This is an optimization exercise on Yosys and OpenROAD, whose aim is small area, a short achievable clock period and few clock cycles per item, not a production implementation. Only simulation tests tie the RTL to the original design; equivalence was not proved. No activity file was given, so power comes from the tool's default toggle rates.

==> inputs of run a <==
==> flow/design.v (excerpt) <==
module MIPS(clk, reset, imem_addr, imem_rdata, rf_we, rf_waddr, rf_wdata);
==> module MIPS, before the edit <==
module MIPS(clk, reset, imem_addr, imem_rdata, rf_we, rf_waddr, rf_wdata);
parameter DATA_WIDTH='d32; 
parameter ADDR_WIDTH='d32;
parameter ADDR_SIZE='d8;
parameter DATA_BASE_ADDRESS='h40_0000;
input clk, reset;
output [ADDR_WIDTH-1:0] imem_addr;
input [DATA_WIDTH-1:0] imem_rdata;
output rf_we;
output [4:0] rf_waddr;
output [DATA_WIDTH-1:0] rf_wdata;
wire [5:0] Op, Funct;
wire [2:0] ALUControl;
wire [1:0] ALUSrcB;
wire IorD, MemWrite, IRWrite, PCWrite, Branch, PCSrc,ALUSrcA,RegWrite, RegDst, MemtoReg, PCEn;
wire [DATA_WIDTH-1:0] PC_PRIMO, PC, Adr, ALUOut, WD, RD, Instr, Data, WD3, RD1, RD2, A, SignImm, SrcA, SrcB, ALUResult;
wire [4:0] A3;
Register_pc #(.WORD_LENGTH(DATA_WIDTH), .DATA_BASE_ADDRESS(DATA_BASE_ADDRESS)) PCEnable (.clk(clk), .reset(reset), .enable(PCEn), .Data_Input(PC_PRIMO), .Data_Output(PC));
Mux2to1 #(.WORD_LENGTH(DATA_WIDTH)) MuxIorD (.selector(IorD), .Data_0({12'b0,PC[21:2]}), .Data_1(ALUOut), .Mux_Output(Adr));
assign RD = imem_rdata;
Register #(.WORD_LENGTH(DATA_WIDTH)) InstructionRegister (.clk(clk), .reset(reset), .enable(IRWrite), .Data_Input(RD), .Data_Output(Instr));
Register #(.WORD_LENGTH(DATA_WIDTH)) DataRegister (.clk(clk), .reset(reset), .enable(1'b1), .Data_Input(RD), .Data_Output(Data));
Mux2to1 #(.WORD_LENGTH(5)) RegDstMux (.selector(RegDst), .Data_0(Instr[20:16]), .Data_1(Instr[15:11]), .Mux_Output(A3));
Mux2to1 #(.WORD_LENGTH(DATA_WIDTH)) MemtoRegMux (.selector(MemtoReg), .Data_0(ALUOut), .Data_1(Data), .Mux_Output(WD3));
RegisterFile #(.WORD_LENGTH(DATA_WIDTH)) RegisterFileMips (.read_register_1(Instr[25:21]),.read_register_2(Instr[20:16]), .write_register(A3), .write_data(WD3), .write(RegWrite), .clk(clk), .reset(reset), .read_data_1(RD1), .read_data_2(RD2));
Register #(.WORD_LENGTH(DATA_WIDTH)) DataRegister_A (.clk(clk), .reset(reset), .enable(1'b1), .Data_Input(RD1), .Data_Output(A));
Register #(.WORD_LENGTH(DATA_WIDTH)) DataRegister_B (.clk(clk), .reset(reset), .enable(1'b1), .Data_Input(RD2), .Data_Output(WD));
sign_extend datosigno (.Data_in(Instr[15:0]), .Data_out(SignImm));
Mux2to1 #(.WORD_LENGTH(DATA_WIDTH)) ALUSrcAMux (.selector(ALUSrcA), .Data_0(PC), .Data_1(A), .Mux_Output(SrcA));
Mux4to1 #(.WORD_LENGTH(DATA_WIDTH)) ALUSrcBMux (.selector (ALUSrcB), .Data_0(WD), .Data_1(32'd4), .Data_2(SignImm), .Data_3({SignImm[DATA_WIDTH-1:2],2'b0}), .Mux_Output(SrcB));
ALU #(.WORD_LENGTH(DATA_WIDTH)) ALUMIPS (.A(SrcA), .B(SrcB), .Shamt(Instr[10:6]), .Control(ALUControl), .C(ALUResult));
Register #(.WORD_LENGTH(DATA_WIDTH)) RegALUResult (.clk(clk), .reset(reset), .enable(1'b1), .Data_Input(ALUResult), .Data_Output(ALUOut));
Mux2to1 #(.WORD_LENGTH(DATA_WIDTH)) ALUOutMux (.selector(PCSrc), .Data_0(ALUResult), .Data_1(ALUOut), .Mux_Output(PC_PRIMO));
Control uControl (clk, reset, Instr[31:26], Instr[5:0], IorD, ALUControl, ALUSrcB, MemWrite, IRWrite, PCWrite, Branch, PCSrc,ALUSrcA,RegWrite, RegDst, MemtoReg);
assign PCEn = PCWrite | Branch;
assign imem_addr = Adr;
assign rf_we = RegWrite;
assign rf_waddr = A3;
assign rf_wdata = WD3;
endmodule
clock: 10.0 ns
lec_check: 0
cap_margin: 20
core_margin: 2
core_utilization: 30
place_density: 0.5
slew_margin: 20
run.sh (not shown) runs the stock make flow with config.mk's settings and CLKGATE_MAP_FILE= SYNTH_SCRIPT=/design/flow/synth_recipe.tcl, a recipe that flattens the netlist after the stock synthesis.
==> inputs of run b, as changes to run a <==
--- a/flow/design.v
+++ b/flow/design.v
@@ -339,42 +339,97 @@
 end
 endmodule
 module MIPS(clk, reset, imem_addr, imem_rdata, rf_we, rf_waddr, rf_wdata);
-parameter DATA_WIDTH='d32; 
-parameter ADDR_WIDTH='d32;
-parameter ADDR_SIZE='d8;
-parameter DATA_BASE_ADDRESS='h40_0000;
 input clk, reset;
-output [ADDR_WIDTH-1:0] imem_addr;
-input [DATA_WIDTH-1:0] imem_rdata;
+output [31:0] imem_addr;
+input [31:0] imem_rdata;
 output rf_we;
 output [4:0] rf_waddr;
-output [DATA_WIDTH-1:0] rf_wdata;
-wire [5:0] Op, Funct;
-wire [2:0] ALUControl;
-wire [1:0] ALUSrcB;
-wire IorD, MemWrite, IRWrite, PCWrite, Branch, PCSrc,ALUSrcA,RegWrite, RegDst, MemtoReg, PCEn;
-wire [DATA_WIDTH-1:0] PC_PRIMO, PC, Adr, ALUOut, WD, RD, Instr, Data, WD3, RD1, RD2, A, SignImm, SrcA, SrcB, ALUResult;
-wire [4:0] A3;
-Register_pc #(.WORD_LENGTH(DATA_WIDTH), .DATA_BASE_ADDRESS(DATA_BASE_ADDRESS)) PCEnable (.clk(clk), .reset(reset), .enable(PCEn), .Data_Input(PC_PRIMO), .Data_Output(PC));
-Mux2to1 #(.WORD_LENGTH(DATA_WIDTH)) MuxIorD (.selector(IorD), .Data_0({12'b0,PC[21:2]}), .Data_1(ALUOut), .Mux_Output(Adr));
-assign RD = imem_rdata;
-Register #(.WORD_LENGTH(DATA_WIDTH)) InstructionRegister (.clk(clk), .reset(reset), .enable(IRWrite), .Data_Input(RD), .Data_Output(Instr));
-Register #(.WORD_LENGTH(DATA_WIDTH)) DataRegister (.clk(clk), .reset(reset), .enable(1'b1), .Data_Input(RD), .Data_Output(Data));
-Mux2to1 #(.WORD_LENGTH(5)) RegDstMux (.selector(RegDst), .Data_0(Instr[20:16]), .Data_1(Instr[15:11]), .Mux_Output(A3));
-Mux2to1 #(.WORD_LENGTH(DATA_WIDTH)) MemtoRegMux (.selector(MemtoReg), .Data_0(ALUOut), .Data_1(Data), .Mux_Output(WD3));
-RegisterFile #(.WORD_LENGTH(DATA_WIDTH)) RegisterFileMips (.read_register_1(Instr[25:21]),.read_register_2(Instr[20:16]), .write_register(A3), .write_data(WD3), .write(RegWrite), .clk(clk), .reset(reset), .read_data_1(RD1), .read_data_2(RD2));
-Register #(.WORD_LENGTH(DATA_WIDTH)) DataRegister_A (.clk(clk), .reset(reset), .enable(1'b1), .Data_Input(RD1), .Data_Output(A));
-Register #(.WORD_LENGTH(DATA_WIDTH)) DataRegister_B (.clk(clk), .reset(reset), .enable(1'b1), .Data_Input(RD2), .Data_Output(WD));
-sign_extend datosigno (.Data_in(Instr[15:0]), .Data_out(SignImm));
-Mux2to1 #(.WORD_LENGTH(DATA_WIDTH)) ALUSrcAMux (.selector(ALUSrcA), .Data_0(PC), .Data_1(A), .Mux_Output(SrcA));
-Mux4to1 #(.WORD_LENGTH(DATA_WIDTH)) ALUSrcBMux (.selector (ALUSrcB), .Data_0(WD), .Data_1(32'd4), .Data_2(SignImm), .Data_3({SignImm[DATA_WIDTH-1:2],2'b0}), .Mux_Output(SrcB));
-ALU #(.WORD_LENGTH(DATA_WIDTH)) ALUMIPS (.A(SrcA), .B(SrcB), .Shamt(Instr[10:6]), .Control(ALUControl), .C(ALUResult));
-Register #(.WORD_LENGTH(DATA_WIDTH)) RegALUResult (.clk(clk), .reset(reset), .enable(1'b1), .Data_Input(ALUResult), .Data_Output(ALUOut));
-Mux2to1 #(.WORD_LENGTH(DATA_WIDTH)) ALUOutMux (.selector(PCSrc), .Data_0(ALUResult), .Data_1(ALUOut), .Mux_Output(PC_PRIMO));
-Control uControl (clk, reset, Instr[31:26], Instr[5:0], IorD, ALUControl, ALUSrcB, MemWrite, IRWrite, PCWrite, Branch, PCSrc,ALUSrcA,RegWrite, RegDst, MemtoReg);
-assign PCEn = PCWrite | Branch;
-assign imem_addr = Adr;
-assign rf_we = RegWrite;
-assign rf_waddr = A3;
-assign rf_wdata = WD3;
+output [31:0] rf_wdata;
+reg [19:0] pc;
+reg rst_q;                  
+always @(posedge clk) begin
+	rst_q <= reset;
+	if (~reset) pc <= 20'd0;
+	else pc <= pc + 20'd1;
+end
+assign imem_addr = {12'd0, pc};
+reg [31:0] ir;
+reg v_d, v_e, v_w;
+always @(posedge clk) ir <= imem_rdata;
+wire [5:0] op    = ir[31:26];
+wire [4:0] rs    = ir[25:21];
+wire [4:0] rt    = ir[20:16];
+wire [4:0] rd    = ir[15:11];
+wire [4:0] shamt = ir[10:6];
+wire [15:0] imm  = ir[15:0];
+wire [5:0] funct = ir[5:0];
+wire rtype  = ~op[3];               
+wire is_sll = rtype & ~funct[5];
+wire is_sub = rtype & funct[1];
+wire is_lui = ~rtype & op[1];
+wire is_ori = ~rtype & op[0] & ~op[1];
+wire use_a  = ~is_sll & ~is_lui;    
+wire use_b  = rtype;                
+wire [4:0] dest = rtype ? rd : rt;
+reg [31:0] a_e, b_e;
+reg fwd_a, fwd_b;
+reg [4:0] sh_e;
+reg sub_e, or_e, sll_e;
+reg [4:0] dest_e;
+reg [31:0] res_w;
+reg [4:0] dest_w;
+reg [32*32-1:0] rf;
+wire clr = ~rst_q;
+wire [31:0] wdata = res_w & {32{~clr}};
+genvar gi;
+generate
+	for (gi = 1; gi < 32; gi = gi + 1) begin : g_rf
+		wire we = clr | (v_w & (dest_w == gi));
+		always @(posedge clk)
+			if (we) rf[gi*32 +: 32] <= wdata;
+	end
+endgenerate
+wire byp_a = v_w & (dest_w == rs) & (rs != 5'd0);
+wire byp_b = v_w & (dest_w == rt) & (rt != 5'd0);
+reg [31:0] rd_a, rd_b;
+integer k;
+always @(*) begin
+	rd_a = res_w & {32{byp_a & use_a}};
+	rd_b = res_w & {32{byp_b & use_b}};
+	for (k = 1; k < 32; k = k + 1) begin
+		rd_a = rd_a | (rf[k*32 +: 32] & {32{(rs == k) & ~byp_a & use_a}});
+		rd_b = rd_b | (rf[k*32 +: 32] & {32{(rt == k) & ~byp_b & use_b}});
+	end
+end
+wire [31:0] imm_v = is_lui ? {imm, 16'd0} : is_ori ? {16'd0, imm} : {{16{imm[15]}}, imm};
+always @(posedge clk) begin
+	a_e    <= rd_a;
+	b_e    <= use_b ? rd_b : imm_v;
+	fwd_a  <= use_a & v_e & (dest_e == rs) & (rs != 5'd0);
+	fwd_b  <= use_b & v_e & (dest_e == rt) & (rt != 5'd0);
+	sh_e   <= shamt;
+	sub_e  <= is_sub;
+	or_e   <= is_ori;
+	sll_e  <= is_sll;
+	dest_e <= dest;
+end
+wire [31:0] opa = fwd_a ? res_w : a_e;
+wire [31:0] opb = fwd_b ? res_w : b_e;
+wire [31:0] bx  = opb ^ {32{sub_e}};
+wire [32:0] sum33 = {opa, 1'b1} + {bx, sub_e};
+wire [31:0] sum = sum33[32:1];
+wire [31:0] shl = opb << sh_e;
+wire [31:0] res = or_e ? (opa | opb) : sll_e ? shl : sum;
+always @(posedge clk) begin
+	res_w  <= res;
+	dest_w <= dest_e;
+end
+always @(posedge clk) begin
+	v_d <= reset & rst_q;
+	v_e <= reset & v_d;
+	v_w <= reset & v_e;
+end
+assign rf_we    = v_w;
+assign rf_waddr = dest_w;
+assign rf_wdata = res_w;
 endmodule
==> run summary <==
|  | run b | run a |
|---|---|---|
| Run status | timing/DRC/antenna clean | timing/DRC/antenna clean |
| Switching component of the power | 3940 µW | 3970 µW |
| Critical Path Source | fwd_b | uControl.State[2] |
| Vias in the first global route | 39700 | 57500 |
| Leading power group | sequential cells | the clock network |
| Area post-placement | 55200 µm² | 59800 µm² |
| Ant diodes | 6 | 27 |
| Port-buffer cells | 88 | 91 |
| Met3 wire len | 44600 µm | 59700 µm |
| Share of the core filled with cells | 0.350 | 0.347 |
| Sequential fraction of the synthesis area | 0.647 | 0.414 |
| Internal | 9490 µW | 8190 µW |
| Layout Nets | 3837 | 7128 |
| Post-route cell area | 59400 µm² | 64200 µm² |
| Detailed router's first-iteration violation count | 10300 | 13100 |
| Pin count of the biggest net entering global routing | 53 | 215 |
Testbench counts of run a, summed over its fixed seeds: cycles 16,000, instrs 3,200.
Testbench counts of run b, summed over its fixed seeds: cycles 3,232, instrs 3,200.

[afterwards: timing with drivers on the ports]
No port has a modelled driver above. Below, the same layouts with a new extraction and two added sets of constraints. Step 1: set_driving_cell puts a clkbuf_16 on clk and a buf_2 on each other input, an assumption about the parent block. Step 2 adds t to the input delays and takes it off the output delays; t is the mean of the earliest and latest rising clock arrival at the registers after step 1. Input paths then give back, and output paths get back, about the clock's delay inside the block. a / b / c = ideal ports / drivers / drivers and shift; a / b = the first two.
run	t (ns)	setup slack, ns	hold slack, ns	clock arrival spread, ns	worst slew at a driven data input, ns
run a	0.901	3.054 / 3.054 / 3.054	0.455 / 0.455 / 0.455	0.053 / 0.053	0.10
run b	0.860	5.386 / 5.386 / 5.386	0.406 / 0.406 / 0.406	0.064 / 0.064	0.05
After both steps setup and hold are still met in every run listed.
